Context: an optimization exercise on an open-source flow, tuned for small area and a short achievable clock period. The choices shown serve that exercise and are no tape-out recipe. RTL that was checked went through simulation tests only; none was proved equivalent to the original. No functional check of the RTL was part of runs 1 to 4. Power and IR drop assume default switching activity.

--- design/flow/design.v ---
`timescale 1ns / 1ps
module fir13_filter(
    input wire clk,
    input wire n_rst,
    input wire signed [7:0] x_in,
    output reg signed [7:0] y_out
);
    reg signed [7:0] xr0, xr1, xr2, xr3, xr4, xr5, xr6, xr7, xr8, xr9, xr10, xr11, xr12;
    always @(posedge clk or negedge n_rst) begin
        if (!n_rst) begin
            xr0 <= 0; xr1 <= 0; xr2 <= 0; xr3 <= 0; xr4 <= 0; xr5 <= 0; xr6 <= 0;
            xr7 <= 0; xr8 <= 0; xr9 <= 0; xr10 <= 0; xr11 <= 0; xr12 <= 0;
        end else begin
            xr0 <= x_in; xr1 <= xr0; xr2 <= xr1; xr3 <= xr2; xr4 <= xr3; xr5 <= xr4; xr6 <= xr5;
            xr7 <= xr6; xr8 <= xr7; xr9 <= xr8; xr10 <= xr9; xr11 <= xr10; xr12 <= xr11;
        end
    end
    reg [8:0] pa3, pa4, pa5, pb0, pb1;
    always @(posedge clk or negedge n_rst) begin
        if (!n_rst) begin
            pa3 <= 9'h000;
            pa4 <= 9'h000;
            pa5 <= 9'h000;
            pb0 <= 9'h1ff;
            pb1 <= 9'h1ff;
        end else begin
            pa3 <= $signed(xr2) + $signed(xr8);    
            pa4 <= $signed(xr3) + $signed(xr7);    
            pa5 <= $signed(xr4) + $signed(xr6);    
            pb0 <= ~($signed(xr0) + $signed(xr12));
            pb1 <= ~($signed(xr1) + $signed(xr11));
        end
    end
    wire [7:0] x6 = xr7;    
    wire t1, t2;
    fir13_ha u_t1 (.a(pa3[0]), .b(pa3[3]), .s(t1), .co(t2));
    wire t3, t4;
    fir13_fa u_t3 (.a(pa3[1]), .b(pa3[4]), .c(pa3[6]), .s(t3), .co(t4));
    wire t5, t6;
    fir13_fa u_t5 (.a(pa3[2]), .b(pa3[5]), .c(pa3[7]), .s(t5), .co(t6));
    wire t7, t8;
    fir13_fa u_t7 (.a(pa4[1]), .b(pa4[3]), .c(pa5[0]), .s(t7), .co(t8));
    wire t9, t10;
    fir13_fa u_t9 (.a(pa3[3]), .b(pa3[6]), .c(pa4[2]), .s(t9), .co(t10));
    wire t11, t12;
    fir13_fa u_t11 (.a(pa4[4]), .b(pa5[1]), .c(pa5[7]), .s(t11), .co(t12));
    wire t13 = pa3[8] ^ pa5[4];
    wire t14 = pa3[8] | pa5[4];
    wire t15, t16;
    fir13_fa u_t15 (.a(pa3[4]), .b(pa3[7]), .c(pa4[3]), .s(t15), .co(t16));
    wire t17 = pa4[5] ^ pa5[2] ^ 1'b1;
    wire t18 = (pa4[5] & pa5[2]) | (pa4[5] & 1'b1) | (pa5[2] & 1'b1);
    wire t19 = pa5[5] ^ pa5[8];
    wire t20 = pa5[5] | pa5[8];
    wire t21, t22;
    fir13_fa u_t21 (.a(pa3[5]), .b(pa4[4]), .c(pa4[6]), .s(t21), .co(t22));
    wire t23 = pa3[8] ^ pa5[3];
    wire t24 = ~pa3[8] & pa5[3];
    wire t25, t26;
    fir13_fa u_t25 (.a(pa3[6]), .b(pa4[5]), .c(pa4[7]), .s(t25), .co(t26));
    wire t27, t28;
    fir13_fa u_t27 (.a(pa3[2]), .b(pa3[4]), .c(pa4[0]), .s(t27), .co(t28));
    wire t29, t30;
    fir13_fa u_t29 (.a(pa3[5]), .b(pa4[1]), .c(pa5[4]), .s(t29), .co(t30));
    wire t31 = pa5[1] ^ 1'b0;
    wire t32 = pa5[1] | 1'b0;
    wire t33, t34;
    fir13_fa u_t33 (.a(pa4[0]), .b(pa4[2]), .c(pa5[5]), .s(t33), .co(t34));
    wire t35, t36;
    fir13_fa u_t35 (.a(~pa5[2]), .b(t2), .c(t3), .s(t35), .co(t36));
    wire t37 = pa5[3] ^ ~pa5[6] ^ 1'b0;
    wire t38 = (pa5[3] & ~pa5[6]) | (pa5[3] & 1'b0) | (~pa5[6] & 1'b0);
    wire t39, t40;
    fir13_fa u_t39 (.a(t4), .b(t5), .c(t7), .s(t39), .co(t40));
    wire t41 = 1'b1 ^ t13 ^ t6;
    wire t42 = (1'b1 & t13) | (1'b1 & t6) | (t13 & t6);
    wire t43, t44;
    fir13_fa u_t43 (.a(t8), .b(t9), .c(t11), .s(t43), .co(t44));
    wire t45, t46;
    fir13_fa u_t45 (.a(t19), .b(t10), .c(t12), .s(t45), .co(t46));
    wire t47, t48;
    fir13_fa u_t47 (.a(~t14), .b(t15), .c(t17), .s(t47), .co(t48));
    wire t49, t50;
    fir13_fa u_t49 (.a(pa5[6]), .b(t20), .c(t23), .s(t49), .co(t50));
    wire t51, t52;
    fir13_fa u_t51 (.a(t16), .b(t18), .c(t21), .s(t51), .co(t52));
    wire t53 = ~pa5[4] ^ pa5[7] ^ 1'b0;
    wire t54 = (~pa5[4] & pa5[7]) | (~pa5[4] & 1'b0) | (pa5[7] & 1'b0);
    wire t55, t56;
    fir13_fa u_t55 (.a(t24), .b(t22), .c(t25), .s(t55), .co(t56));
    wire t57, t58;
    fir13_fa u_t57 (.a(pa3[7]), .b(pa4[6]), .c(pa5[5]), .s(t57), .co(t58));
    wire t59, t60;
    fir13_fa u_t59 (.a(~pa4[8]), .b(pa5[8]), .c(t26), .s(t59), .co(t60));
    wire t61 = pa3[8] ^ pa4[7];
    wire t62 = ~pa3[8] & pa4[7];
    wire t63, t64;
    fir13_ha u_t63 (.a(pa3[0]), .b(pa3[2]), .s(t63), .co(t64));
    wire t65, t66;
    fir13_fa u_t65 (.a(pa3[1]), .b(pa3[3]), .c(pa5[2]), .s(t65), .co(t66));
    wire t67 = pa5[0] ^ ~pa5[3] ^ 1'b0;
    wire t68 = (pa5[0] & ~pa5[3]) | (pa5[0] & 1'b0) | (~pa5[3] & 1'b0);
    wire t69, t70;
    fir13_fa u_t69 (.a(t31), .b(t1), .c(t28), .s(t69), .co(t70));
    wire t71, t72;
    fir13_fa u_t71 (.a(~t32), .b(t30), .c(t33), .s(t71), .co(t72));
    wire t73, t74;
    fir13_fa u_t73 (.a(t34), .b(~t37), .c(t36), .s(t73), .co(t74));
    wire t75, t76;
    fir13_fa u_t75 (.a(~t38), .b(t40), .c(t41), .s(t75), .co(t76));
    wire t77, t78;
    fir13_fa u_t77 (.a(t42), .b(t44), .c(t45), .s(t77), .co(t78));
    wire t79, t80;
    fir13_fa u_t79 (.a(t46), .b(~t49), .c(t48), .s(t79), .co(t80));
    wire t81, t82;
    fir13_fa u_t81 (.a(t53), .b(t50), .c(~t52), .s(t81), .co(t82));
    wire t83, t84;
    fir13_fa u_t83 (.a(t57), .b(t56), .c(t59), .s(t83), .co(t84));
    wire t85, t86;
    fir13_fa u_t85 (.a(pa5[6]), .b(~t61), .c(t58), .s(t85), .co(t86));
    wire t87 = pa4[8] ^ pa5[7];
    wire t88 = ~pa4[8] & pa5[7];
    wire t89, t90;
    fir13_ha u_t89 (.a(pa3[1]), .b(pa5[0]), .s(t89), .co(t90));
    wire t91 = pa5[1] ^ 1'b1 ^ t63;
    wire t92 = (pa5[1] & 1'b1) | (pa5[1] & t63) | (1'b1 & t63);
    wire t93 = 1'b1 ^ t64 ^ t65;
    wire t94 = (1'b1 & t64) | (1'b1 & t65) | (t64 & t65);
    wire t95, t96;
    fir13_fa u_t95 (.a(t66), .b(t27), .c(~t67), .s(t95), .co(t96));
    wire t97, t98;
    fir13_fa u_t97 (.a(~t68), .b(t29), .c(t69), .s(t97), .co(t98));
    wire t99, t100;
    fir13_fa u_t99 (.a(t70), .b(t71), .c(t35), .s(t99), .co(t100));
    wire t101, t102;
    fir13_fa u_t101 (.a(t72), .b(t39), .c(t73), .s(t101), .co(t102));
    wire t103, t104;
    fir13_fa u_t103 (.a(t43), .b(t74), .c(t75), .s(t103), .co(t104));
    wire t105, t106;
    fir13_fa u_t105 (.a(t47), .b(t76), .c(t77), .s(t105), .co(t106));
    wire t107, t108;
    fir13_fa u_t107 (.a(t51), .b(t78), .c(t79), .s(t107), .co(t108));
    wire t109, t110;
    fir13_fa u_t109 (.a(t55), .b(t80), .c(~t81), .s(t109), .co(t110));
    wire t111, t112;
    fir13_fa u_t111 (.a(t54), .b(t82), .c(~t83), .s(t111), .co(t112));
    wire t113, t114;
    fir13_fa u_t113 (.a(t60), .b(t85), .c(t84), .s(t113), .co(t114));
    wire t115, t116;
    fir13_fa u_t115 (.a(t62), .b(~t87), .c(t86), .s(t115), .co(t116));
    wire t117 = pa5[8] ^ 1'b0 ^ ~t88;
    wire t118 = (pa5[8] & 1'b0) | (pa5[8] & ~t88) | (1'b0 & ~t88);
    reg [30:0] qa;
    always @(posedge clk or negedge n_rst) begin
        if (!n_rst)
            qa <= 31'b0101010110000100001001000101000;    
        else
            qa <= {t118, t117, t116, t115, t114, t113, t112, t111, t110, t109, t108, t107, t106, t105, t104, t103, t102, t101, t100, t99, t98, t97, t96, t95, t94, t93, t92, t91, t90, t89, pa3[0]};
    end
    wire t119, t120;
    fir13_fa u_t119 (.a(pb0[0]), .b(pb0[1]), .c(pb1[0]), .s(t119), .co(t120));
    wire t121, t122;
    fir13_fa u_t121 (.a(pb0[1]), .b(pb0[2]), .c(pb1[1]), .s(t121), .co(t122));
    wire t123, t124;
    fir13_ha u_t123 (.a(pb1[3]), .b(pb1[5]), .s(t123), .co(t124));
    wire t125, t126;
    fir13_fa u_t125 (.a(pb0[2]), .b(pb0[3]), .c(pb1[2]), .s(t125), .co(t126));
    wire t127, t128;
    fir13_fa u_t127 (.a(pb1[4]), .b(pb1[6]), .c(qa[10]), .s(t127), .co(t128));
    wire t129, t130;
    fir13_fa u_t129 (.a(pb0[3]), .b(pb0[4]), .c(pb1[3]), .s(t129), .co(t130));
    wire t131, t132;
    fir13_fa u_t131 (.a(pb1[5]), .b(pb1[7]), .c(x6[0]), .s(t131), .co(t132));
    wire t133, t134;
    fir13_ha u_t133 (.a(x6[7]), .b(qa[12]), .s(t133), .co(t134));
    wire t135, t136;
    fir13_fa u_t135 (.a(pb0[4]), .b(pb0[5]), .c(pb1[4]), .s(t135), .co(t136));
    wire t137, t138;
    fir13_fa u_t137 (.a(pb1[6]), .b(x6[1]), .c(qa[14]), .s(t137), .co(t138));
    wire t139 = pb1[8] ^ qa[15];
    wire t140 = ~pb1[8] & qa[15];
    wire t141, t142;
    fir13_fa u_t141 (.a(pb0[5]), .b(pb0[6]), .c(pb1[5]), .s(t141), .co(t142));
    wire t143, t144;
    fir13_fa u_t143 (.a(pb1[7]), .b(x6[2]), .c(qa[16]), .s(t143), .co(t144));
    wire t145, t146;
    fir13_fa u_t145 (.a(pb0[6]), .b(pb0[7]), .c(pb1[6]), .s(t145), .co(t146));
    wire t147 = pb1[8] ^ x6[3];
    wire t148 = ~pb1[8] & x6[3];
    wire t149, t150;
    fir13_fa u_t149 (.a(pb0[7]), .b(pb1[7]), .c(x6[4]), .s(t149), .co(t150));
    wire t151, t152;
    fir13_ha u_t151 (.a(pb1[0]), .b(pb1[2]), .s(t151), .co(t152));
    wire t153, t154;
    fir13_fa u_t153 (.a(pb0[0]), .b(pb1[1]), .c(pb1[3]), .s(t153), .co(t154));
    wire t155 = x6[3] ^ qa[4];
    wire t156 = ~x6[3] & qa[4];
    wire t157, t158;
    fir13_fa u_t157 (.a(pb1[2]), .b(pb1[4]), .c(qa[6]), .s(t157), .co(t158));
    wire t159, t160;
    fir13_fa u_t159 (.a(~x6[4]), .b(qa[7]), .c(t119), .s(t159), .co(t160));
    wire t161, t162;
    fir13_fa u_t161 (.a(~x6[5]), .b(qa[8]), .c(qa[9]), .s(t161), .co(t162));
    wire t163, t164;
    fir13_fa u_t163 (.a(t123), .b(t120), .c(t121), .s(t163), .co(t164));
    wire t165, t166;
    fir13_fa u_t165 (.a(~x6[6]), .b(qa[11]), .c(t124), .s(t165), .co(t166));
    wire t167, t168;
    fir13_fa u_t167 (.a(t122), .b(t125), .c(t127), .s(t167), .co(t168));
    wire t169, t170;
    fir13_fa u_t169 (.a(qa[13]), .b(t133), .c(t126), .s(t169), .co(t170));
    wire t171, t172;
    fir13_fa u_t171 (.a(t128), .b(t129), .c(t131), .s(t171), .co(t172));
    wire t173, t174;
    fir13_fa u_t173 (.a(t134), .b(t130), .c(t132), .s(t173), .co(t174));
    wire t175, t176;
    fir13_fa u_t175 (.a(~t139), .b(t135), .c(t137), .s(t175), .co(t176));
    wire t177, t178;
    fir13_fa u_t177 (.a(qa[17]), .b(t140), .c(t136), .s(t177), .co(t178));
    wire t179, t180;
    fir13_fa u_t179 (.a(t138), .b(t141), .c(t143), .s(t179), .co(t180));
    wire t181, t182;
    fir13_fa u_t181 (.a(qa[18]), .b(qa[19]), .c(~t147), .s(t181), .co(t182));
    wire t183, t184;
    fir13_fa u_t183 (.a(t142), .b(t144), .c(t145), .s(t183), .co(t184));
    wire t185, t186;
    fir13_fa u_t185 (.a(~pb0[8]), .b(qa[20]), .c(qa[21]), .s(t185), .co(t186));
    wire t187, t188;
    fir13_fa u_t187 (.a(t148), .b(t146), .c(t149), .s(t187), .co(t188));
    wire t189, t190;
    fir13_fa u_t189 (.a(pb0[8]), .b(pb1[8]), .c(qa[23]), .s(t189), .co(t190));
    wire t191, t192;
    fir13_fa u_t191 (.a(x6[5]), .b(qa[22]), .c(t150), .s(t191), .co(t192));
    wire t193 = x6[6] ^ qa[24];
    wire t194 = x6[6] & ~qa[24];
    wire t195 = pb1[1] ^ x6[1];
    wire t196 = pb1[1] & ~x6[1];
    wire t197, t198;
    fir13_fa u_t197 (.a(~x6[2]), .b(qa[2]), .c(qa[3]), .s(t197), .co(t198));
    wire t199, t200;
    fir13_fa u_t199 (.a(qa[5]), .b(t152), .c(~t155), .s(t199), .co(t200));
    wire t201, t202;
    fir13_fa u_t201 (.a(t156), .b(t154), .c(t157), .s(t201), .co(t202));
    wire t203, t204;
    fir13_fa u_t203 (.a(t158), .b(t161), .c(t160), .s(t203), .co(t204));
    wire t205, t206;
    fir13_fa u_t205 (.a(t162), .b(t165), .c(t164), .s(t205), .co(t206));
    wire t207, t208;
    fir13_fa u_t207 (.a(t166), .b(t168), .c(t169), .s(t207), .co(t208));
    wire t209, t210;
    fir13_fa u_t209 (.a(t170), .b(t172), .c(t173), .s(t209), .co(t210));
    wire t211, t212;
    fir13_fa u_t211 (.a(t174), .b(t176), .c(t177), .s(t211), .co(t212));
    wire t213, t214;
    fir13_fa u_t213 (.a(t178), .b(t181), .c(t180), .s(t213), .co(t214));
    wire t215, t216;
    fir13_fa u_t215 (.a(t185), .b(t182), .c(t184), .s(t215), .co(t216));
    wire t217, t218;
    fir13_fa u_t217 (.a(t186), .b(t188), .c(t191), .s(t217), .co(t218));
    wire t219, t220;
    fir13_fa u_t219 (.a(~qa[25]), .b(t193), .c(t190), .s(t219), .co(t220));
    wire t221, t222;
    fir13_fa u_t221 (.a(~x6[7]), .b(qa[26]), .c(qa[27]), .s(t221), .co(t222));
    wire t223 = pb1[0] ^ x6[0];
    wire t224 = pb1[0] & ~x6[0];
    wire t225 = 1'b0 ^ ~qa[1] ^ t195;
    wire t226 = (1'b0 & ~qa[1]) | (1'b0 & t195) | (~qa[1] & t195);
    wire t227, t228;
    fir13_fa u_t227 (.a(t196), .b(t151), .c(t197), .s(t227), .co(t228));
    wire t229, t230;
    fir13_fa u_t229 (.a(t198), .b(t153), .c(t199), .s(t229), .co(t230));
    wire t231, t232;
    fir13_fa u_t231 (.a(t200), .b(t201), .c(t159), .s(t231), .co(t232));
    wire t233, t234;
    fir13_fa u_t233 (.a(t202), .b(t163), .c(t203), .s(t233), .co(t234));
    wire t235, t236;
    fir13_fa u_t235 (.a(t167), .b(t204), .c(t205), .s(t235), .co(t236));
    wire t237, t238;
    fir13_fa u_t237 (.a(t171), .b(t206), .c(t207), .s(t237), .co(t238));
    wire t239, t240;
    fir13_fa u_t239 (.a(t175), .b(t208), .c(t209), .s(t239), .co(t240));
    wire t241, t242;
    fir13_fa u_t241 (.a(t179), .b(t210), .c(t211), .s(t241), .co(t242));
    wire t243, t244;
    fir13_fa u_t243 (.a(t183), .b(t212), .c(t213), .s(t243), .co(t244));
    wire t245, t246;
    fir13_fa u_t245 (.a(t187), .b(t214), .c(t215), .s(t245), .co(t246));
    wire t247, t248;
    fir13_fa u_t247 (.a(~t189), .b(t216), .c(t217), .s(t247), .co(t248));
    wire t249, t250;
    fir13_fa u_t249 (.a(t192), .b(~t219), .c(t218), .s(t249), .co(t250));
    wire t251, t252;
    fir13_fa u_t251 (.a(t194), .b(t221), .c(~t220), .s(t251), .co(t252));
    wire t253, t254;
    fir13_fa u_t253 (.a(qa[28]), .b(~qa[29]), .c(t222), .s(t253), .co(t254));
    wire [5:0] lo_a = {t232, t230, t228, ~t226, t224, ~t223};
    wire [5:0] lo_b = {t233, t231, t229, t227, ~t225, qa[0]};
    wire [6:0] lo_sum = {1'b0, lo_a} + {1'b0, lo_b};
    reg [11:0] z0, z1;
    reg zc;
    always @(posedge clk or negedge n_rst) begin
        if (!n_rst) begin
            z0 <= 0; z1 <= 0; zc <= 0;
        end else begin
            z0 <= {1'b1, t254, t252, t250, t248, t246, t244, t242, t240, t238, t236, t234};
            z1 <= {1'b0, ~qa[30], t253, t251, t249, t247, t245, t243, t241, t239, t237, t235};
            zc <= lo_sum[6];
        end
    end
    wire [11:0] acc_hi = z0 + z1 + {11'd0, zc};
    wire sgn = acc_hi[11];
    wire ovf = acc_hi[11] ^ acc_hi[10];
    wire [7:0] clip = ovf ? {sgn, {7{~sgn}}} : acc_hi[10:3];
    always @(posedge clk or negedge n_rst) begin
        if (!n_rst)
            y_out <= 8'd0;
        else
            y_out <= clip;
    end
endmodule
module fir13_fa(input wire a, input wire b, input wire c, output wire s, output wire co);
    assign s = a ^ b ^ c;
    assign co = (a & b) | (a & c) | (b & c);
endmodule
module fir13_ha(input wire a, input wire b, output wire s, output wire co);
    assign s = a ^ b;
    assign co = a & b;
endmodule
--- design/flow/config.mk ---
export PLATFORM = sky130hd
export DESIGN_NAME = fir13_filter
export DESIGN_NICKNAME = fir13_filter
export VERILOG_FILES = /design/flow/design.v
export SDC_FILE = /design/flow/constraint.sdc
export NUM_CORES = 4
export LEC_CHECK = 0
export ABC_CLOCK_PERIOD_IN_PS = 2500
export CAP_MARGIN = 20
export CORE_MARGIN = 2
export CORE_UTILIZATION = 40
export SETUP_SLACK_MARGIN = 5.0
export SLEW_MARGIN = 20
export SYNTH_HIERARCHICAL = 1
export SYNTH_MINIMUM_KEEP_SIZE = 0
--- design/flow/run.sh ---
#!/bin/bash
# synth_recipe.tcl (not shown) runs the flow's synth.tcl, then flattens the netlist and writes it again
# the make line also repeats each setting of config.mk as NAME=value (left out here)
make -C /OpenROAD-flow-scripts/flow DESIGN_CONFIG=/design/flow/config.mk WORK_HOME=/design/flow/orfs CLKGATE_MAP_FILE= SYNTH_SCRIPT=/design/flow/synth_recipe.tcl finish
--- design/flow/constraint.sdc ---
create_clock -name core_clock -period 7.5 [get_ports {clk}]
set_input_delay 1.5000 -clock core_clock [delete_from_list [all_inputs] [get_ports {clk}]]
set_output_delay 1.5000 -clock core_clock [all_outputs]
set_load 0.01 [all_outputs]
==> results.json, run 1 <==
{
  "finClkSkew_ns": 0.0294,
  "slew_headroom_pct": 44.2,
  "place.gp.congestion": 0.812,
  "vdd_ir_drop_max_uv": 203,
  "ys_types": 37,
  "final_cell_mix": "dfrtp_1, inv_1, fa_1",
  "drv_slew": 0,
  "synthCells": 660,
  "fin_area_um2": 11500,
  "tightest_slew_ns": 0.837,
  "worst-setup-path-type": "reg2reg",
  "syn-num-nets": 857,
  "layout_commonest_cell": "dfrtp_1",
  "htreeDepth": 1,
  "drt_wl_total_um": 17400,
  "cts_tree": "done",
  "setup.worst_path.end_class": "flip-flop",
  "grt-ovfl-total": 0,
  "critPathMaxFanout": 2,
  "yosysTopAreaCell": "dfrtp_1",
  "drv_cap": 0,
  "io-pin-count": 18,
  "power_leakage_uw": 0.00521,
  "holdWs_ns": 0.343,
  "final_layout_size_suffix_gt1_share_pct": 18.4,
  "hp-class": "reg2reg",
  "port_buffers": 17,
  "die_w_um": 162,
  "synth_edf_count": 0,
  "cts_num_sinks": 212,
  "drt_pass1_iterations": 4,
  "yosysWarnings": 7,
  "crit_start": "pb0[1]",
  "grt_pass1_vias": 5619,
  "synth-async-reset-ratio_pct": 100,
  "syn_area_per_cell_um2": 15.0,
  "synth_area_um2": 9930,
  "cp.arrival_ns": 3.20,
  "timing.final.crit_share_pct": 37.4,
  "synthFlopType": "dfrtp_1",
  "final_util_pct": 47.5,
  "dpl_cell_area_um2": 10500,
  "cp-start-kind": "flip-flop",
  "via_per_inst": 4.63,
  "worstPathRequired_ns": 7.89,
  "synth_seq_cells": 212,
  "hpwl_um": 13100,
  "clk_latency_ns": 0.53,
  "syn2layout_area_growth_pct": 16.3,
  "die_area_um2": 26100,
  "hp-start": "xr5[2]",
  "cts_buffer_depth": 3,
  "start_util_pct": 40.8,
  "netlist.area_leader.share_pct": 46.4,
  "final_hold_viol_count": 0,
  "outcome": "finished clean",
  "finalSetupViolCount": 0,
  "track_usage_pct": 14.3,
  "fmax_mhz": 357,
  "grt_pass1_wl_um": 28800,
  "die_h_um": 162,
  "cts_made_buffers": 24,
  "grt_max_degree": 107,
  "antenna_found_initial": 0,
  "ys_seq_area_share_pct": 53.8,
  "core_um2": 24300,
  "final_nets": 907,
  "drc": 0,
  "r2r_start": "pb0[1]",
  "cts_root_buf": "clkbuf_16",
  "row_count": 57,
  "clk_pin_slew_ns": 0.06,
  "p_per_area_nw_per_um2": 438,
  "drt_iter0_markers": 192,
  "postRouteAntennaNets": 0,
  "period_needed_ns": 2.80,
  "antennaDiodeCount": 0,
  "rsz0062_at_grt": "true",
  "wire_per_inst_um": 16.6,
  "num_vias": 4865,
  "yosys-top-cells-area": "dfrtp_1, fa_1, ha_1",
  "tns_ns": 0
}
==> worst max-delay path, cell delays in order, from the launching register on <==
cell	delay [ns]
dfstp_2	0.54
fa_1	0.45
fa_2	0.37
fa_1	0.50
fa_1	0.41
ha_1	0.28
o21ai_1	0.07
nand2b_1	0.06
==> modules after synthesis (local to each module, per instance) <==
module / copies in the design / cells / cell area [um2]
fir13_fa: 100 / 1 / 20.0
fir13_filter: 1 / 554 / 7850
fir13_ha: 6 / 1 / 12.5
==> what timing repair did <==
action | CTS | global route
hold buffers | 0 | 0
endpoints found under the setup margin | 26 | 127
setup buffers | 4 | 2
gates cloned | 0 | 0
hold endpoints to repair | 0 | 0
gates resized for setup | 46 | 26
pin swaps | 9 | 9
==> power breakdown <==
group | total (uW) | internal (uW) | switching (uW)
Sequential | 1630 | 1480 | 157
Combinational | 2170 | 1060 | 1100
Clock | 1260 | 795 | 463
==> logic make-up after synthesis <==
family                     Yosys count  synth area share [%]
xor gates and xnor gates            36                  3.25
and+or+nand+nor                     43                  2.02
AOI/OAI and AO/OA                   84                  5.22
buffers and inverters               90                  3.40
DFF                                212                  53.8
other                                1                0.0378
adders and majority gates          194                  32.3
==> Yosys cell counts (all sizes together), types with 2 or more instances <==
cell,count
dfrtp,184
nand2,10
o21a,2
a31oi,4
o21bai,6
o21ai,22
nand3,5
dfstp,28
a31o,2
a21o,9
ha,82
o211ai,4
a21oi,30
fa,105
xnor2,22
nor2b,5
nand4,2
xor2,14
nor3,3
nand2b,2
maj3,7
nor2,14
inv,89
==> per-layer routing <==
| metal | routed length, um | GRT usage, % | vias to the layer above | part of all wire [%] |
|---|---|---|---|---|
| met2 | 8350 | 23.9 | 68 | 48 |
| met1 | 8030 | 19.1 | 2534 | 46 |
| met5 | 0 | 0 | - | 0 |
| li1 | - | - | 2221 | - |
| met3 | 450 | 2.11 | 42 | 2.6 |
| met4 | 587 | 5.28 | 0 | 3.4 |
==> sequential cells by signal (all words and copies together), names as in the netlist, 9 cells and up <==
register,cells
pa4,9
pa3,9
pb0,9
z1,11
pa5,9
pb1,9
z0,12
qa,31
==> layout make-up <==
| class | instances | area (um2) |
|---|---|---|
| multi-input cells | 358 | 4380 |
| well taps | 324 | 405 |
| fillers | 2068 | 12800 |
| clock buffers | 30 | 653 |
| flip-flops and latches | 212 | 5350 |
| clock inverters | 13 | 226 |
| repair buffers | 25 | 201 |
| inverters | 89 | 334 |
==> metrics by stage <==
stage	cells	worst slack, ns	power (uW)
after floorplan	660	4.78	3170
after global placement	1002	4.66	3660
after detailed placement	1002	4.59	3740
after CTS	1049	4.69	5040
after global routing	1051	4.62	5530
final	1051	4.70	5060
==> final timing paths <==
kind                           to  slack (ns)  depth (start not counted)
hold reg to reg            xr6[2]        0.34                          0
max in group asynchronous  pb0[8]        5.46                          2
min in group asynchronous  xr0[0]        1.07                          1
setup / recovery               zc        4.70                          7
setup reg to reg               zc        4.70                          7
hold / removal             xr6[2]        0.34                          0
==> inputs of run 2 (changes only) <==
--- a/design/flow/design.v
+++ b/design/flow/design.v
@@ -17,12 +17,5 @@
     end
     reg [8:0] pa3, pa4, pa5, pb0, pb1;
-    always @(posedge clk or negedge n_rst) begin
-        if (!n_rst) begin
-            pa3 <= 9'h000;
-            pa4 <= 9'h000;
-            pa5 <= 9'h000;
-            pb0 <= 9'h1ff;
-            pb1 <= 9'h1ff;
-        end else begin
+    always @(posedge clk) begin
             pa3 <= $signed(xr2) + $signed(xr8);    
             pa4 <= $signed(xr3) + $signed(xr7);    
@@ -30,5 +23,4 @@
             pb0 <= ~($signed(xr0) + $signed(xr12));
             pb1 <= ~($signed(xr1) + $signed(xr11));
-        end
     end
     wire [7:0] x6 = xr7;    
@@ -152,10 +144,6 @@
     wire t118 = (pa5[8] & 1'b0) | (pa5[8] & ~t88) | (1'b0 & ~t88);
     reg [30:0] qa;
-    always @(posedge clk or negedge n_rst) begin
-        if (!n_rst)
-            qa <= 31'b0101010110000100001001000101000;    
-        else
-            qa <= {t118, t117, t116, t115, t114, t113, t112, t111, t110, t109, t108, t107, t106, t105, t104, t103, t102, t101, t100, t99, t98, t97, t96, t95, t94, t93, t92, t91, t90, t89, pa3[0]};
-    end
+    always @(posedge clk)
+        qa <= {t118, t117, t116, t115, t114, t113, t112, t111, t110, t109, t108, t107, t106, t105, t104, t103, t102, t101, t100, t99, t98, t97, t96, t95, t94, t93, t92, t91, t90, t89, pa3[0]};
     wire t119, t120;
     fir13_fa u_t119 (.a(pb0[0]), .b(pb0[1]), .c(pb1[0]), .s(t119), .co(t120));
@@ -299,12 +287,15 @@
     reg [11:0] z0, z1;
     reg zc;
-    always @(posedge clk or negedge n_rst) begin
-        if (!n_rst) begin
-            z0 <= 0; z1 <= 0; zc <= 0;
-        end else begin
+    always @(posedge clk) begin
             z0 <= {1'b1, t254, t252, t250, t248, t246, t244, t242, t240, t238, t236, t234};
             z1 <= {1'b0, ~qa[30], t253, t251, t249, t247, t245, t243, t241, t239, t237, t235};
             zc <= lo_sum[6];
-        end
+    end
+    reg [2:0] vld;
+    always @(posedge clk or negedge n_rst) begin
+        if (!n_rst)
+            vld <= 3'b000;
+        else
+            vld <= {vld[1:0], 1'b1};
     end
     wire [11:0] acc_hi = z0 + z1 + {11'd0, zc};
@@ -316,5 +307,5 @@
             y_out <= 8'd0;
         else
-            y_out <= clip;
+            y_out <= vld[2] ? clip : 8'd0;
     end
 endmodule
==> results.json, run 2 <==
{
  "outcome": "finished clean",
  "hpwl_um": 12900,
  "final_layout_size_suffix_gt1_share_pct": 11.0,
  "fillers": 2047,
  "row_count": 56,
  "period_needed_ns": 2.68,
  "path_common_cell": "fa_1",
  "grt_max_degree": 70,
  "synthCells": 664,
  "die_h_um": 158,
  "cts_num_sinks": 214,
  "antenna_found_initial": 1,
  "synth_seq_cells": 214,
  "grt_util_met3_pct": 2.98,
  "layout_commonest_cell": "dfrtp_1",
  "grt_pass1_vias": 5311,
  "worstPathRequired_ns": 7.89,
  "tightest_slew_ns": 0.638,
  "crit_chain": "fa_1 > fa_2 > fa_1 > fa_1 > ha_4 > a21oi_2 > o21ai_1",
  "via_per_inst": 4.53,
  "antennaDiodeCount": 0,
  "register_area_um2": 4880,
  "rsz0062_at_grt": "true",
  "io-pin-count": 18,
  "crit_start": "pb1[0]",
  "drv_slew": 0,
  "setup.worst_path.end_class": "flip-flop",
  "port_buffers": 17,
  "power_leakage_uw": 0.00487,
  "slew_headroom_pct": 57.5,
  "yosysMostFrequentCell": "dfrtp_1",
  "synth_edf_count": 0,
  "yosysTopAreaCell": "dfrtp_1",
  "final_nets": 906,
  "start_util_pct": 40.5,
  "cp-start-kind": "flip-flop",
  "hp-start": "xr10[4]",
  "grt_pass1_wl_um": 27700,
  "use_met1_pct": 19.0,
  "busiest_layer": "met2",
  "htreeDepth": 1,
  "clk_latency_ns": 0.51,
  "largest_reg_flops": 31,
  "tns_ns": 0,
  "place.gp.congestion": 0.812,
  "finalSetupViolCount": 0,
  "fin_cells": 1046,
  "dp_cells": 1000,
  "hp-class": "reg2reg",
  "synth_commonest_cells": "dfrtp_1, fa_1, dfxtp_1, ha_1, inv_1",
  "cts_made_buffers": 24,
  "vdd_ir_drop_max_uv": 172,
  "cpPeakStageDelay_ns": 0.54,
  "syn-num-nets": 861,
  "cts_buffer_depth": 3,
  "synth_area_um2": 9440,
  "die_w_um": 158,
  "drt_pass1_iterations": 4,
  "netlist.area_leader.share_pct": 30.5,
  "drt_iter0_markers": 207,
  "cts_root_buf": "clkbuf_16",
  "worst-setup-path-type": "reg2reg",
  "track_usage_pct": 14.6,
  "cts_tree": "done",
  "clk_pin_slew_ns": 0.06,
  "largestRegisters": "qa (31), z0 (11), z1 (11)",
  "r2r_start": "pb1[0]",
  "grt_util_met2_pct": 25.2,
  "cp.arrival_ns": 3.07,
  "syn_area_per_cell_um2": 14.2,
  "yosysWarnings": 7,
  "top_register": "qa",
  "ys_types": 44,
  "syn2layout_area_growth_pct": 14.5,
  "drv_cap": 0,
  "synthFlopType": "dfrtp_1",
  "core_um2": 23300,
  "fmax_mhz": 373,
  "cts_hold_buf": 0,
  "final_cell_mix": "dfrtp_1, fa_1, dfxtp_1",
  "multi_input_area_um2": 4320,
  "postRouteAntennaNets": 0,
  "critPathMaxFanout": 2,
  "final_hold_viol_count": 0,
  "finClkSkew_ns": 0.0125,
  "synth-async-reset-ratio_pct": 53.7,
  "die_area_um2": 24800,
  "yosys-top-cells-area": "dfrtp_1, fa_1, dfxtp_1",
  "num_vias": 4742,
  "p_per_area_nw_per_um2": 430,
  "ys_seq_area_share_pct": 51.5,
  "timing.final.crit_share_pct": 35.7,
  "drt_wl_total_um": 16700,
  "wire_per_inst_um": 16.0,
  "slowest_stage": "fa_1",
  "drc": 0,
  "grt-ovfl-total": 0
}
## run 2: cell count changes after synthesis, sizes merged, moves of 4 or more
cell and delta:
o21ai +5, maj3 -7, dfxtp +99, inv -17, nor2 +4, xnor2 -5, o21bai -5, dfrtp -69
o41ai +5, dfstp -28, nand2 +12, a21oi -7
## run 2: cells by family after synthesis
group           count (synthesis)  synth area share [%]
compound gates                 88                  6.01
xor+xnor                       32                  2.97
fa+ha+maj                     187                  33.1
buf+inv                        73                  2.90
flops                         214                  51.5
other cells                     1                0.0397
simple gates                   69                  3.46
## run 2: what timing repair did
| action | in CTS | in global routing |
|---|---|---|
| setup endpoints to repair | 11 | 87 |
| pin swaps | 0 | 0 |
| buffers inserted | 1 | 1 |
| gates resized for setup | 35 | 17 |
## run 2: modules after synthesis, one instance, submodules excluded
module,times used,cells inside
fir13_filter,1,558
fir13_ha,6,1
fir13_fa,100,1
## run 2: layer usage
| layer | routed length (um) | vias up |
|---|---|---|
| li1 | - | 2263 |
| met1 | 7580 | 2381 |
| met2 | 8160 | 70 |
| met3 | 597 | 28 |
| met4 | 375 | 0 |
| met5 | 0 | - |
## run 2: worst paths after layout
path | end | cells after the start | slack [ns]
max | zc | 7 | 4.82
min | xr11[4] | 0 | 0.35
max reg2reg | zc | 7 | 4.82
min reg2reg | xr11[4] | 0 | 0.35
max in group asynchronous | xr7[4] | 2 | 5.45
min in group asynchronous | xr5[0] | 1 | 1.01
## run 2: power breakdown
| group | leakage, uW | switching, uW | total [uW] | internal [uW] |
|---|---|---|---|---|
| registers | 0.00218 | 150 | 1600 | 1450 |
| clock network | 0.000383 | 447 | 1110 | 664 |
| logic | 0.00231 | 1010 | 1940 | 924 |
## run 2: metrics by stage
step	setup WS, ns	cell area [um2]	hold WS [ns]	util [%]	power, uW
global placement	4.64	10000	0.332	42.9	3470
CTS	4.74	10800	0.348	46.1	4670
global route	4.73	10800	0.356	46.3	5150
finish	4.82	10800	0.346	46.3	4640
detailed placement	4.56	10000	0.335	42.9	3550
floorplan	4.86	9440	0.331	-	3010
## run 2: final cells by class
| cell class | instances | area share (%) |
|---|---|---|
| Sequential cell | 214 | 45.2 |
| Multi-Input combinational cell | 377 | 40.0 |
| Clock buffer | 32 | 6.21 |
| Tap cell | 319 | 3.69 |
| Inverter | 72 | 2.50 |
| Timing Repair Buffer | 20 | 1.48 |
| Clock inverter | 12 | 0.938 |
## run 2: worst max-delay path: cells and delay by family, from the launching register on
| family | cells | cell delay [ns] |
|---|---|---|
| AO/OA/AOI/OAI | 2 | 0.16 |
| flip-flops | 1 | 0.35 |
| adder cells (fa/ha/maj) | 5 | 2.06 |
==> inputs of run 3 (changes only) <==
--- a/design/flow/design.v
+++ b/design/flow/design.v
@@ -282,13 +282,13 @@
     wire t253, t254;
     fir13_fa u_t253 (.a(qa[28]), .b(~qa[29]), .c(t222), .s(t253), .co(t254));
-    wire [5:0] lo_a = {t232, t230, t228, ~t226, t224, ~t223};
-    wire [5:0] lo_b = {t233, t231, t229, t227, ~t225, qa[0]};
-    wire [6:0] lo_sum = {1'b0, lo_a} + {1'b0, lo_b};
-    reg [11:0] z0, z1;
+    wire [8:0] lo_a = {t238, t236, t234, t232, t230, t228, ~t226, t224, ~t223};
+    wire [8:0] lo_b = {t239, t237, t235, t233, t231, t229, t227, ~t225, qa[0]};
+    wire [9:0] lo_sum = {1'b0, lo_a} + {1'b0, lo_b};
+    reg [8:0] z0, z1;
     reg zc;
     always @(posedge clk) begin
-            z0 <= {1'b1, t254, t252, t250, t248, t246, t244, t242, t240, t238, t236, t234};
-            z1 <= {1'b0, ~qa[30], t253, t251, t249, t247, t245, t243, t241, t239, t237, t235};
-            zc <= lo_sum[6];
+            z0 <= {1'b1, t254, t252, t250, t248, t246, t244, t242, t240};
+            z1 <= {1'b0, ~qa[30], t253, t251, t249, t247, t245, t243, t241};
+            zc <= lo_sum[9];
     end
     reg [2:0] vld;
@@ -299,8 +299,8 @@
             vld <= {vld[1:0], 1'b1};
     end
-    wire [11:0] acc_hi = z0 + z1 + {11'd0, zc};
-    wire sgn = acc_hi[11];
-    wire ovf = acc_hi[11] ^ acc_hi[10];
-    wire [7:0] clip = ovf ? {sgn, {7{~sgn}}} : acc_hi[10:3];
+    wire [8:0] acc_hi = z0 + z1 + {8'd0, zc};
+    wire sgn = acc_hi[8];
+    wire ovf = acc_hi[8] ^ acc_hi[7];
+    wire [7:0] clip = ovf ? {sgn, {7{~sgn}}} : acc_hi[7:0];
     always @(posedge clk or negedge n_rst) begin
         if (!n_rst)
==> results.json, run 3 <==
{
  "wl_met1_um": 7530,
  "syn2layout_area_growth_pct": 14.6,
  "syn-num-nets": 869,
  "worstPathRequired_ns": 7.89,
  "cp.arrival_ns": 3.31,
  "rsz0062_at_grt": "true",
  "cts_made_buffers": 23,
  "hpwl_um": 13400,
  "htreeDepth": 1,
  "ys_types": 43,
  "period_needed_ns": 2.92,
  "postRouteAntennaNets": 0,
  "place.gp.congestion": 0.820,
  "drt_wl_total_um": 17000,
  "port_buffers": 17,
  "netlist.area_leader.share_pct": 30.5,
  "timing.final.crit_share_pct": 38.9,
  "final_layout_size_suffix_gt1_share_pct": 11.4,
  "cpPeakStageDelay_ns": 0.53,
  "finClkSkew_ns": 0.00553,
  "route.met3.wl_um": 764,
  "antennaDiodeCount": 0,
  "clk_pin_slew_ns": 0.06,
  "drv_cap": 0,
  "fmax_mhz": 343,
  "core_um2": 23300,
  "dp_cells": 1004,
  "grt_pass1_wl_um": 28200,
  "grt-ovfl-total": 0,
  "path_common_cell": "fa_1",
  "track_usage_pct": 14.8,
  "clk_latency_ns": 0.50,
  "antenna_found_initial": 0,
  "p_per_area_nw_per_um2": 459,
  "cts_hold_buf": 0,
  "cts_buffer_depth": 3,
  "ys_seq_area_share_pct": 50.2,
  "grt_max_degree": 85,
  "cts_tree": "done",
  "top_register": "qa",
  "tightest_slew_ns": 0.729,
  "tns_ns": 0,
  "finalSetupViolCount": 0,
  "fin_cells": 1050,
  "row_count": 56,
  "start_util_pct": 40.4,
  "grt_pass1_vias": 5498,
  "worst-setup-path-type": "reg2reg",
  "setup_ws_ns": 4.58,
  "vdd_ir_drop_max_uv": 376,
  "crit_buf_inv": 0,
  "yosysWarnings": 7,
  "synth-async-reset-ratio_pct": 55.3,
  "outcome": "finished clean",
  "io-pin-count": 18,
  "dpl_cell_area_um2": 10000,
  "cts_root_buf": "clkbuf_16",
  "synthFlopType": "dfrtp_1",
  "place_ws_ns": 4.50,
  "drv_slew": 0,
  "slowest_stage": "fa_1",
  "yosysMostFrequentCell": "dfrtp_1",
  "hp-class": "reg2reg",
  "drc": 0,
  "synth_edf_count": 0,
  "synth_area_um2": 9440,
  "yosys-top-cells-area": "dfrtp_1, fa_1, dfxtp_1",
  "critPathMaxFanout": 2,
  "drt_iter0_markers": 154,
  "synth_seq_cells": 208,
  "fin_area_um2": 10800,
  "fillers": 2025,
  "wire_per_inst_um": 16.2,
  "wl_met2_um": 8480,
  "path_delay_family": "adder cells",
  "layout_commonest_cell": "dfrtp_1",
  "slew_headroom_pct": 51.4,
  "power_leakage_uw": 0.00486,
  "yosysTopAreaCell": "dfrtp_1",
  "synth_commonest_cells": "dfrtp_1, fa_1, dfxtp_1, ha_1, inv_1",
  "die_h_um": 158,
  "die_w_um": 158,
  "final_cell_mix": "dfrtp_1, fa_1, ha_1, dfxtp_1, inv_1",
  "synthCells": 671,
  "largest_reg_flops": 31,
  "die_area_um2": 24800,
  "num_vias": 4853,
  "maxUsedRoutingLayer": "met4",
  "drt_pass1_iterations": 4,
  "setup.worst_path.end_class": "flip-flop",
  "cp-start-kind": "flip-flop",
  "cts_num_sinks": 208,
  "syn_area_per_cell_um2": 14.1,
  "final_util_pct": 46.3,
  "via_per_inst": 4.62,
  "final_nets": 913,
  "crit_chain": "fa_1 > fa_2 > fa_1 > fa_1 > ha_1 > or2_4 > a21oi_2 > a21oi_1",
  "final_hold_viol_count": 0
}
-- run 3: changes by cell type in the layout (fill, tap and decap cells not counted), moves of 4 or more --
cell | previous run | this run
dfxtp_1 | 89 | 81
clkinv_2 | 7 | 3
fa_2 | 1 | 6
nand2_1 | 21 | 13
nand3_1 | 7 | 2
-- run 3: worst reg2reg max path: stages, from the launching register on --
cell and delay (ns):
dfxtp_4 0.35, fa_1 0.51, fa_2 0.36, fa_1 0.53
fa_1 0.41, ha_1 0.28, or2_4 0.23, a21oi_2 0.11
a21oi_1 0.04
-- run 3: report_power, final --
| part | switching, uW | total (uW) | internal (uW) | leakage, uW |
|---|---|---|---|---|
| Combinational | 1190 | 2320 | 1130 | 0.00235 |
| Sequential | 149 | 1540 | 1390 | 0.00213 |
| Clock | 428 | 1110 | 679 | 0.000375 |
-- run 3: worst paths after layout --
path | startpoint | to | slack (ns) | cells after the start
worst max-delay path | pb1[6] | zc | 4.58 | 8
worst min-delay path | xr10[3] | xr11[3] | 0.35 | 0
worst max register to register | pb1[6] | zc | 4.58 | 8
worst min register to register | xr10[3] | xr11[3] | 0.35 | 0
max in group asynchronous | n_rst | xr7[5] | 5.44 | 2
min in group asynchronous | n_rst | xr2[0] | 0.94 | 1
-- run 3: per-module statistics from Yosys (local to each module, per instance) --
module        area [um2]  times used  cells  flip-flops and latches
fir13_fa            20.0         100      1                       0
fir13_filter        7360           1    565                     208
fir13_ha            12.5           6      1                       0
-- run 3: repair_timing --
action                                 CTS  global route
endpoints found under the hold margin    0             0
setup endpoints to repair               13            18
gates cloned                             0             0
resized for setup                       44            10
pin swaps                                7             3
buffers inserted                         2             3
-- run 3: logic make-up (layout without fill, tap and decap cells) --
| family | count (synthesis) | count (layout) | synth area share [%] |
|---|---|---|---|
| AOI/OAI and AO/OA | 99 | 99 | 6.71 |
| xor gates and xnor gates | 32 | 32 | 2.97 |
| buffers and inverters | 79 | 139 | 3.24 |
| DFF | 208 | 208 | 50.2 |
| other | 1 | 1 | 0.0397 |
| and+or+nand+nor | 61 | 61 | 3.06 |
| adders and majority gates | 191 | 191 | 33.8 |
-- run 3: layout make-up --
cell class              instances  area, um2  share of cell area (%)
well taps                     319        399                    3.69
clock inverters                12        119                    1.10
repair buffers                 23        183                    1.69
inverters                      75        282                    2.60
clock buffers                  29        648                    5.99
multi-input cells             384       4420                    40.9
flip-flops and latches        208       4760                    44.0
-- run 3: layer usage --
layer,GRT usage [%],vias up
met5,0,-
met4,3.29,0
met3,2.63,22
met2,26.5,81
met1,19.0,2457
li1,-,2293
-- run 3: stage by stage --
| step | hold WS, ns | power (uW) |
|---|---|---|
| 2_1_floorplan | 0.331 | 3320 |
| 3_3_place_gp | 0.332 | 3840 |
| 3_5_place_dp | 0.335 | 3890 |
| 4_1_cts | 0.348 | 5020 |
| 5_1_grt | 0.358 | 5470 |
| 6_report | 0.346 | 4970 |
==> inputs of run 4 (changes only) <==
--- a/design/flow/design.v
+++ b/design/flow/design.v
@@ -17,5 +17,12 @@
     end
     reg [8:0] pa3, pa4, pa5, pb0, pb1;
-    always @(posedge clk) begin
+    always @(posedge clk or negedge n_rst) begin
+        if (!n_rst) begin
+            pa3 <= 9'h000;
+            pa4 <= 9'h000;
+            pa5 <= 9'h000;
+            pb0 <= 9'h1ff;
+            pb1 <= 9'h1ff;
+        end else begin
             pa3 <= $signed(xr2) + $signed(xr8);    
             pa4 <= $signed(xr3) + $signed(xr7);    
@@ -23,4 +30,5 @@
             pb0 <= ~($signed(xr0) + $signed(xr12));
             pb1 <= ~($signed(xr1) + $signed(xr11));
+        end
     end
     wire [7:0] x6 = xr7;    
@@ -144,6 +152,10 @@
     wire t118 = (pa5[8] & 1'b0) | (pa5[8] & ~t88) | (1'b0 & ~t88);
     reg [30:0] qa;
-    always @(posedge clk)
-        qa <= {t118, t117, t116, t115, t114, t113, t112, t111, t110, t109, t108, t107, t106, t105, t104, t103, t102, t101, t100, t99, t98, t97, t96, t95, t94, t93, t92, t91, t90, t89, pa3[0]};
+    always @(posedge clk or negedge n_rst) begin
+        if (!n_rst)
+            qa <= 31'b0101010110000100001001000101000;    
+        else
+            qa <= {t118, t117, t116, t115, t114, t113, t112, t111, t110, t109, t108, t107, t106, t105, t104, t103, t102, t101, t100, t99, t98, t97, t96, t95, t94, t93, t92, t91, t90, t89, pa3[0]};
+    end
     wire t119, t120;
     fir13_fa u_t119 (.a(pb0[0]), .b(pb0[1]), .c(pb1[0]), .s(t119), .co(t120));
@@ -287,15 +299,12 @@
     reg [8:0] z0, z1;
     reg zc;
-    always @(posedge clk) begin
+    always @(posedge clk or negedge n_rst) begin
+        if (!n_rst) begin
+            z0 <= 0; z1 <= 0; zc <= 0;
+        end else begin
             z0 <= {1'b1, t254, t252, t250, t248, t246, t244, t242, t240};
             z1 <= {1'b0, ~qa[30], t253, t251, t249, t247, t245, t243, t241};
             zc <= lo_sum[9];
-    end
-    reg [2:0] vld;
-    always @(posedge clk or negedge n_rst) begin
-        if (!n_rst)
-            vld <= 3'b000;
-        else
-            vld <= {vld[1:0], 1'b1};
+        end
     end
     wire [8:0] acc_hi = z0 + z1 + {8'd0, zc};
@@ -307,5 +316,5 @@
             y_out <= 8'd0;
         else
-            y_out <= vld[2] ? clip : 8'd0;
+            y_out <= clip;
     end
 endmodule
==> results.json, run 4 <==
{
  "crit_start": "pb1[0]",
  "hpwl_um": 13700,
  "synth-async-reset-ratio_pct": 100,
  "cts_made_buffers": 22,
  "path_delay_family": "adder cells",
  "crit_buf_inv": 0,
  "start_util_pct": 40.6,
  "r2r-end": "zc",
  "yosysTopAreaCell": "dfrtp_1",
  "multi_input_area_um2": 4390,
  "register_area_um2": 5200,
  "synth_area_um2": 9810,
  "tns_ns": 0,
  "grt_max_degree": 144,
  "worst-setup-path-type": "reg2reg",
  "syn-num-nets": 853,
  "yosysMostFrequentCell": "dfrtp_1",
  "die_area_um2": 25800,
  "port_buffers": 17,
  "cts_hold_buf": 0,
  "synth_seq_cells": 206,
  "setup.worst_path.end_class": "flip-flop",
  "tightest_slew_ns": 0.688,
  "ys_types": 38,
  "antenna_found_initial": 0,
  "critPathMaxFanout": 2,
  "rrSetupSlack_ns": 4.42,
  "row_count": 57,
  "synthCells": 655,
  "io-pin-count": 18,
  "num_vias": 4908,
  "path_common_cell": "fa_1",
  "synth_commonest_cells": "dfrtp_1, fa_1, inv_1, ha_1, dfstp_2",
  "final_cell_mix": "dfrtp_1, fa_1, inv_1",
  "power_leakage_uw": 0.00512,
  "largest_reg_flops": 31,
  "core_um2": 24200,
  "endpoint": "zc",
  "holdWs_ns": 0.343,
  "clk_latency_ns": 0.51,
  "yosys-top-cells-area": "dfrtp_1, fa_1, ha_1",
  "synthFlopType": "dfrtp_1",
  "slew_headroom_pct": 54.1,
  "reg2reg_depth": 9,
  "syn_area_per_cell_um2": 15.0,
  "grt-ovfl-total": 0,
  "vdd_ir_drop_max_uv": 314,
  "worstPathRequired_ns": 7.94,
  "die_w_um": 161,
  "cpPeakStageDelay_ns": 0.54,
  "final_nets": 908,
  "cts_num_sinks": 206,
  "drt_pass1_iterations": 4,
  "final_layout_size_suffix_gt1_share_pct": 17.1,
  "postRouteAntennaNets": 0,
  "grt_pass1_vias": 5649,
  "track_usage_pct": 15.2,
  "period_needed_ns": 3.08,
  "antennaDiodeCount": 0,
  "outcome": "finished clean",
  "grt_pass1_wl_um": 30400,
  "wire_per_inst_um": 17.4,
  "crit_chain": "fa_1 > fa_2 > fa_1 > fa_1 > ha_4 > nand3_1 > o21ai_1 > a21oi_1 > o21ai_1",
  "cts_root_buf": "clkbuf_16",
  "drt_iter0_markers": 323,
  "slowest_stage": "dfstp_2",
  "p_per_area_nw_per_um2": 430,
  "clk_pin_slew_ns": 0.06,
  "netlist.area_leader.share_pct": 45.4,
  "syn2layout_area_growth_pct": 15.1,
  "ys_seq_area_share_pct": 52.9,
  "htreeDepth": 1,
  "synth_edf_count": 0,
  "drv_cap": 0,
  "die_h_um": 161,
  "fillers": 2017,
  "via_per_inst": 4.67,
  "finalSetupViolCount": 0,
  "cp-start-kind": "flip-flop",
  "finClkSkew_ns": 0.0217,
  "yosysWarnings": 7,
  "r2r_start": "pb1[0]",
  "drc": 0,
  "final_hold_viol_count": 0,
  "cp_num_cells": 9,
  "cts_tree": "done",
  "fmax_mhz": 324,
  "timing.final.crit_share_pct": 41.1,
  "layout_commonest_cell": "dfrtp_1",
  "rsz0062_at_grt": "true",
  "drt_wl_total_um": 18300,
  "top_register": "qa",
  "cp.arrival_ns": 3.52,
  "hp-class": "reg2reg",
  "place.gp.congestion": 0.871,
  "cts_buffer_depth": 3,
  "drv_slew": 0
}
-- run 4: changes by cell type after synthesis, sizes merged, moves of 5 or more --
cell and change:
a211oi +5, dfrtp +63, dfstp +28, dfxtp -93, inv +8, nand2 -8
nor3 -7, nor4 +5, o21ai -10, xnor2 -5
-- run 4: through the flow --
stage                     utilization [%]  instance area [um2]  cells  setup WS, ns  power, uW
final                                46.7                11300   1050          4.42       4860
after global routing                 46.7                11300   1050          4.30       5350
after CTS                            46.2                11200   1043          4.41       4850
after detailed placement             43.0                10400    997          4.25       3730
after global placement               43.0                10400    997          4.29       3640
after floorplan                         -                 9810    655          4.48       3130
-- run 4: worst min-delay path by stage --
stage               startpoint  endpoint  slack, ns  cells past startpoint
CTS                     xr5[6]    xr6[6]       0.35                      0
detailed placement      xr5[3]    xr6[3]       0.33                      0
global route           xr10[5]   xr11[5]       0.36                      0
finish                  xr5[6]    xr6[6]       0.34                      0
global placement        xr5[2]    xr6[2]       0.33                      0
floorplan               xr9[0]   xr10[0]       0.33                      0
-- run 4: final cells by class --
class	count	area share [%]
clock buffers	29	5.29
clock inverters	11	1.12
inverters	83	2.76
multi-input cells	366	38.9
flip-flops and latches	206	46.1
well taps	324	3.59
repair buffers	31	2.28
-- run 4: metal layers --
metal / part of all wire [%] / track usage [%] / vias up
li1: - / - / 2247
met2: 50 / 26.4 / 65
met4: 1.9 / 3.69 / 0
met1: 44 / 19.9 / 2566
met5: 0 / 0 / -
met3: 3.5 / 2.63 / 30
-- run 4: cells by family after synthesis --
| family | count (synthesis) | share of synthesized area, % |
|---|---|---|
| AOI/OAI and AO/OA | 98 | 6.63 |
| xor gates and xnor gates | 29 | 2.59 |
| adders and majority gates | 188 | 32.2 |
| buffers and inverters | 83 | 3.18 |
| DFF | 206 | 52.9 |
| muxes | 1 | 0.102 |
| other | 1 | 0.0382 |
| and+or+nand+nor | 49 | 2.36 |
-- run 4: report_power, final --
group / total, uW / switching (uW) / leakage (uW) / internal [uW]
combinational: 2220 / 1160 / 0.00240 / 1060
clock: 1080 / 441 / 0.000355 / 635
sequential: 1560 / 146 / 0.00236 / 1410
total: 4860 / 1740 / 0.00512 / 3110
-- run 4: timing repair --
| item | CTS | global route |
|---|---|---|
| endpoints found under the setup margin | 87 | 78 |
| pin swaps | 5 | 5 |
| resized for setup | 48 | 18 |
| cloned | 0 | 0 |
| setup buffers | 6 | 7 |
-- run 4: modules after synthesis, one instance, submodules excluded --
module,flip-flops and latches,cell area [um2]
fir13_filter,206,7730
fir13_fa,0,20.0
fir13_ha,0,12.5
==> inputs of run 5 (changes only) <==
--- a/design/flow/design.v
+++ b/design/flow/design.v
@@ -17,12 +17,5 @@
     end
     reg [8:0] pa3, pa4, pa5, pb0, pb1;
-    always @(posedge clk or negedge n_rst) begin
-        if (!n_rst) begin
-            pa3 <= 9'h000;
-            pa4 <= 9'h000;
-            pa5 <= 9'h000;
-            pb0 <= 9'h1ff;
-            pb1 <= 9'h1ff;
-        end else begin
+    always @(posedge clk) begin
             pa3 <= $signed(xr2) + $signed(xr8);    
             pa4 <= $signed(xr3) + $signed(xr7);    
@@ -30,5 +23,4 @@
             pb0 <= ~($signed(xr0) + $signed(xr12));
             pb1 <= ~($signed(xr1) + $signed(xr11));
-        end
     end
     wire [7:0] x6 = xr7;    
@@ -152,10 +144,6 @@
     wire t118 = (pa5[8] & 1'b0) | (pa5[8] & ~t88) | (1'b0 & ~t88);
     reg [30:0] qa;
-    always @(posedge clk or negedge n_rst) begin
-        if (!n_rst)
-            qa <= 31'b0101010110000100001001000101000;    
-        else
-            qa <= {t118, t117, t116, t115, t114, t113, t112, t111, t110, t109, t108, t107, t106, t105, t104, t103, t102, t101, t100, t99, t98, t97, t96, t95, t94, t93, t92, t91, t90, t89, pa3[0]};
-    end
+    always @(posedge clk)
+        qa <= {t118, t117, t116, t115, t114, t113, t112, t111, t110, t109, t108, t107, t106, t105, t104, t103, t102, t101, t100, t99, t98, t97, t96, t95, t94, t93, t92, t91, t90, t89, pa3[0]};
     wire t119, t120;
     fir13_fa u_t119 (.a(pb0[0]), .b(pb0[1]), .c(pb1[0]), .s(t119), .co(t120));
@@ -294,27 +282,30 @@
     wire t253, t254;
     fir13_fa u_t253 (.a(qa[28]), .b(~qa[29]), .c(t222), .s(t253), .co(t254));
-    wire [8:0] lo_a = {t238, t236, t234, t232, t230, t228, ~t226, t224, ~t223};
-    wire [8:0] lo_b = {t239, t237, t235, t233, t231, t229, t227, ~t225, qa[0]};
-    wire [9:0] lo_sum = {1'b0, lo_a} + {1'b0, lo_b};
-    reg [8:0] z0, z1;
+    wire [4:0] lo_a = {t230, t228, ~t226, t224, ~t223};
+    wire [4:0] lo_b = {t231, t229, t227, ~t225, qa[0]};
+    wire [5:0] lo_sum = {1'b0, lo_a} + {1'b0, lo_b};
+    reg [12:0] z0, z1;
     reg zc;
+    always @(posedge clk) begin
+            z0 <= {1'b1, t254, t252, t250, t248, t246, t244, t242, t240, t238, t236, t234, t232};
+            z1 <= {1'b0, ~qa[30], t253, t251, t249, t247, t245, t243, t241, t239, t237, t235, t233};
+            zc <= lo_sum[5];
+    end
+    reg [2:0] vld;
     always @(posedge clk or negedge n_rst) begin
-        if (!n_rst) begin
-            z0 <= 0; z1 <= 0; zc <= 0;
-        end else begin
-            z0 <= {1'b1, t254, t252, t250, t248, t246, t244, t242, t240};
-            z1 <= {1'b0, ~qa[30], t253, t251, t249, t247, t245, t243, t241};
-            zc <= lo_sum[9];
-        end
+        if (!n_rst)
+            vld <= 3'b000;
+        else
+            vld <= {vld[1:0], 1'b1};
     end
-    wire [8:0] acc_hi = z0 + z1 + {8'd0, zc};
-    wire sgn = acc_hi[8];
-    wire ovf = acc_hi[8] ^ acc_hi[7];
-    wire [7:0] clip = ovf ? {sgn, {7{~sgn}}} : acc_hi[7:0];
+    wire [12:0] acc_hi = z0 + z1 + {12'd0, zc};
+    wire sgn = acc_hi[12];
+    wire ovf = acc_hi[12] ^ acc_hi[11];
+    wire [7:0] clip = ovf ? {sgn, {7{~sgn}}} : acc_hi[11:4];
     always @(posedge clk or negedge n_rst) begin
         if (!n_rst)
             y_out <= 8'd0;
         else
-            y_out <= clip;
+            y_out <= vld[2] ? clip : 8'd0;
     end
 endmodule
--- a/design/flow/config.mk
+++ b/design/flow/config.mk
@@ -10,4 +10,7 @@
 export CORE_MARGIN = 2
 export CORE_UTILIZATION = 40
+export CTS_BUF_LIST = sky130_fd_sc_hd__clkbuf_8
+export CTS_CLUSTER_DIAMETER = 50
+export CTS_CLUSTER_SIZE = 18
 export SETUP_SLACK_MARGIN = 5.0
 export SLEW_MARGIN = 20
==> results.json, run 5 <==
{
  "outcome": "finished clean",
  "grt_pass1_wl_um": 26800,
  "final_layout_size_suffix_gt1_share_pct": 9.77,
  "timing.final.crit_share_pct": 33.6,
  "cpPeakStageDelay_ns": 0.39,
  "ys_seq_area_share_pct": 51.9,
  "yosysWarnings": 7,
  "via_per_inst": 4.48,
  "slew_headroom_pct": 59.4,
  "crit_chain": "buf_6",
  "synth.mux.area_fraction_pct": 0.159,
  "synth_seq_cells": 216,
  "grt_max_degree": 72,
  "cts_hold_buf": 0,
  "multi_input_area_um2": 4280,
  "grt_pass1_vias": 5270,
  "start_util_pct": 40.5,
  "drv_slew": 0,
  "worstPathRequired_ns": 6.00,
  "combPwrFrac_pct": 42.5,
  "cts_buffer_depth": 3,
  "hp-class": "reg2reg",
  "largest_reg_flops": 31,
  "antenna_found_initial": 1,
  "reg2reg_depth": 4,
  "postRouteAntennaNets": 0,
  "drv_cap": 0,
  "fmax_mhz": 396,
  "power.internal_uw": 2710,
  "final_hold_viol_count": 0,
  "min_delay_path_depth": 0,
  "place.gp.congestion": 0.862,
  "period_needed_ns": 2.52,
  "syn2layout_area_growth_pct": 11.4,
  "drt_pass1_iterations": 4,
  "clockPowerShare_pct": 19.4,
  "grt-ovfl-total": 0,
  "power_leakage_uw": 0.00475,
  "cts_num_sinks": 216,
  "synth-xor-area-share_pct": 3.34,
  "track_usage_pct": 14.1,
  "tns_ns": 0,
  "cp.arrival_ns": 1.02,
  "synthSimpleGateAreaFrac_pct": 3.25,
  "netlist.area_leader.share_pct": 30.5,
  "layout_commonest_cell": "dfrtp_1",
  "critPathMaxFanout": 1,
  "register_area_um2": 4910,
  "wire_per_inst_um": 15.6,
  "row_count": 56,
  "finClkSkew_ns": 0.0326,
  "htreeDepth": 1,
  "synth-compound-area-share_pct": 5.44,
  "yosys-top-cells-area": "dfrtp_1, fa_1, dfxtp_1",
  "yosysMostFrequentCell": "dfrtp_1",
  "rrSetupSlack_ns": 5.06,
  "final_nets": 888,
  "syn_area_per_cell_um2": 14.6,
  "synthFlopType": "dfrtp_1",
  "p_sw_uw": 1510,
  "io-pin-count": 18,
  "setup.worst_path.end_class": "output pin",
  "cp_num_cells": 1,
  "final_cell_mix": "dfrtp_1, fa_1, dfxtp_1",
  "die_w_um": 158,
  "finalSetupViolCount": 0,
  "vdd_ir_drop_max_uv": 181,
  "num_vias": 4599,
  "p_per_area_nw_per_um2": 400,
  "synthAdderAreaFrac_pct": 33.1,
  "tightest_slew_ns": 0.609,
  "synth_commonest_cells": "dfrtp_1, fa_1, dfxtp_1, ha_1, inv_1",
  "die_h_um": 158,
  "fillers": 2073,
  "synth_edf_count": 0,
  "drt_wl_total_um": 16000,
  "yosysTopAreaCell": "dfrtp_1",
  "cts_root_buf": "clkbuf_8",
  "cp-start-kind": "flip-flop",
  "core_um2": 23300,
  "switching_share_pct": 35.8,
  "crit_buf_inv": 1,
  "die_area_um2": 24900,
  "largestRegisters": "qa (31), z0 (12), z1 (12)",
  "drt_iter0_markers": 105,
  "slowest_stage": "dfrtp_1",
  "port_buffers": 17,
  "finalPower_uw": 4220,
  "synth_top_family_by_area": "adder cells",
  "clk_latency_ns": 0.54,
  "top_register": "qa",
  "ys_types": 41,
  "syn-num-nets": 845,
  "rsz0062_at_grt": "true",
  "synthCells": 648,
  "synth-async-reset-ratio_pct": 53.2,
  "drc": 0,
  "clk_pin_slew_ns": 0.09,
  "seq_power_share_pct": 38.1,
  "synth_area_um2": 9450,
  "cts_made_buffers": 21,
  "worst-setup-path-type": "reg2out",
  "hpwl_um": 12600,
  "cts_tree": "done",
  "path_delay_family": "flip-flops"
}
[run 5: cell types whose count changed in the layout (fill, tap and decap cells not counted), sizes merged, moves of 9 or more]
| cell | change |
|---|---|
| dfxtp | +101 |
| dfrtp | -63 |
| dfstp | -28 |
| buf | -10 |
| clkbuf | -9 |
| inv | -9 |
[run 5: path summary, 6_finish.rpt]
check                         start        to
setup / recovery           y_out[7]  y_out[7]
min in group asynchronous     n_rst    xr7[2]
max in group asynchronous     n_rst    xr9[1]
setup reg to reg             xr7[1]     z1[4]
hold reg to reg             xr10[1]   xr11[1]
hold / removal              xr10[1]   xr11[1]
[run 5: area by class of cell]
class	count	share of cell area (%)
well taps	319	3.79
clock inverters	17	2.01
flip-flops and latches	216	46.7
multi-input cells	362	40.7
diodes	1	0.0238
inverters	70	2.50
clock buffers	21	2.75
repair buffers	20	1.58
[run 5: per-layer routing]
layer	wire, um	global-route usage (%)	part of all wire (%)
met2	7730	24.2	48
met1	7400	18.6	46
met5	0	0	0
met4	290	3.16	1.8
met3	580	2.49	3.6
[run 5: repair_timing]
action	in CTS	in global routing
setup endpoints to repair	11	65
gates resized for setup	35	11
gates cloned	0	0
setup buffers	0	2
[run 5: power by group through the flow]
stage | logic, uW | clock network [uW] | registers [uW]
final | 1790 | 817 | 1610
after global routing | 2130 | 890 | 1640
after CTS | 1830 | 845 | 1610
after detailed placement | 1840 | 0 | 1640
after global placement | 1790 | 0 | 1630
after floorplan | 1380 | 0 | 1600
[run 5: cell families after synthesis]
logic type               count (synthesis)
multiplexers                             1
adder cells (fa/ha/maj)                187
other                                    1
AO/OA/AOI/OAI                           77
XOR/XNOR                                36
flip-flops                             216
AND/OR/NAND/NOR                         60
buffers and inverters                   70
[run 5: per-stage QoR]
step                instances  instance area, um2  hold slack [ns]  utilization [%]  worst slack [ns]
CTS                      1023               10500            0.357             44.9              4.93
global route             1025               10500            0.363             45.1              4.93
floorplan                 648                9450            0.331                -              5.17
finish                   1026               10500            0.354             45.1              4.98
global placement          985               10000            0.332             42.9              4.63
detailed placement        985               10000            0.336             42.9              4.57
[run 5: modules after synthesis, one instance, submodules excluded]
module	area [um2]	flops+latches	cells inside
fir13_fa	20.0	0	1
fir13_filter	7370	216	542
fir13_ha	12.5	0	1

==> what the ideal ports hide <==
How much do the figures lean on ideal ports? The routed layouts below were timed once more, with nothing changed but the port constraints. Step 1 sets driving cells, clkbuf_16 on the clock port and buf_2 on the other inputs (assumed; they add their load-dependent delay and slew). Step 2, shift: input delay + t, output delay - t, t = (earliest + latest rising clock arrival at the registers) / 2. This alone moves slack from input paths to output paths. a / b / c = ideal / step 1 / step 2; a / b = the first two.
run | t, ns | setup slack, ns | worst data-port slew with drivers (ns) | pins driven straight from the clock port
run 1 | 0.561 | 4.696 / 4.696 / 4.696 | 0.04 | 1
run 2 | 0.554 | 4.820 / 4.820 / 4.820 | 0.03 | 1
run 3 | 0.542 | 4.582 / 4.582 / 4.582 | 0.03 | 1
run 4 | 0.544 | 4.417 / 4.417 / 4.417 | 0.05 | 1
run 5 | 0.566 | 4.978 / 4.936 / 4.961 | 0.03 | 1
After both steps setup and hold are still met in every run listed. The setup slack of run 5, which loses most, moves by -0.042 ns with the drivers and by -0.017 ns with both steps. The worst setup slack also covers recovery checks on asynchronous resets.
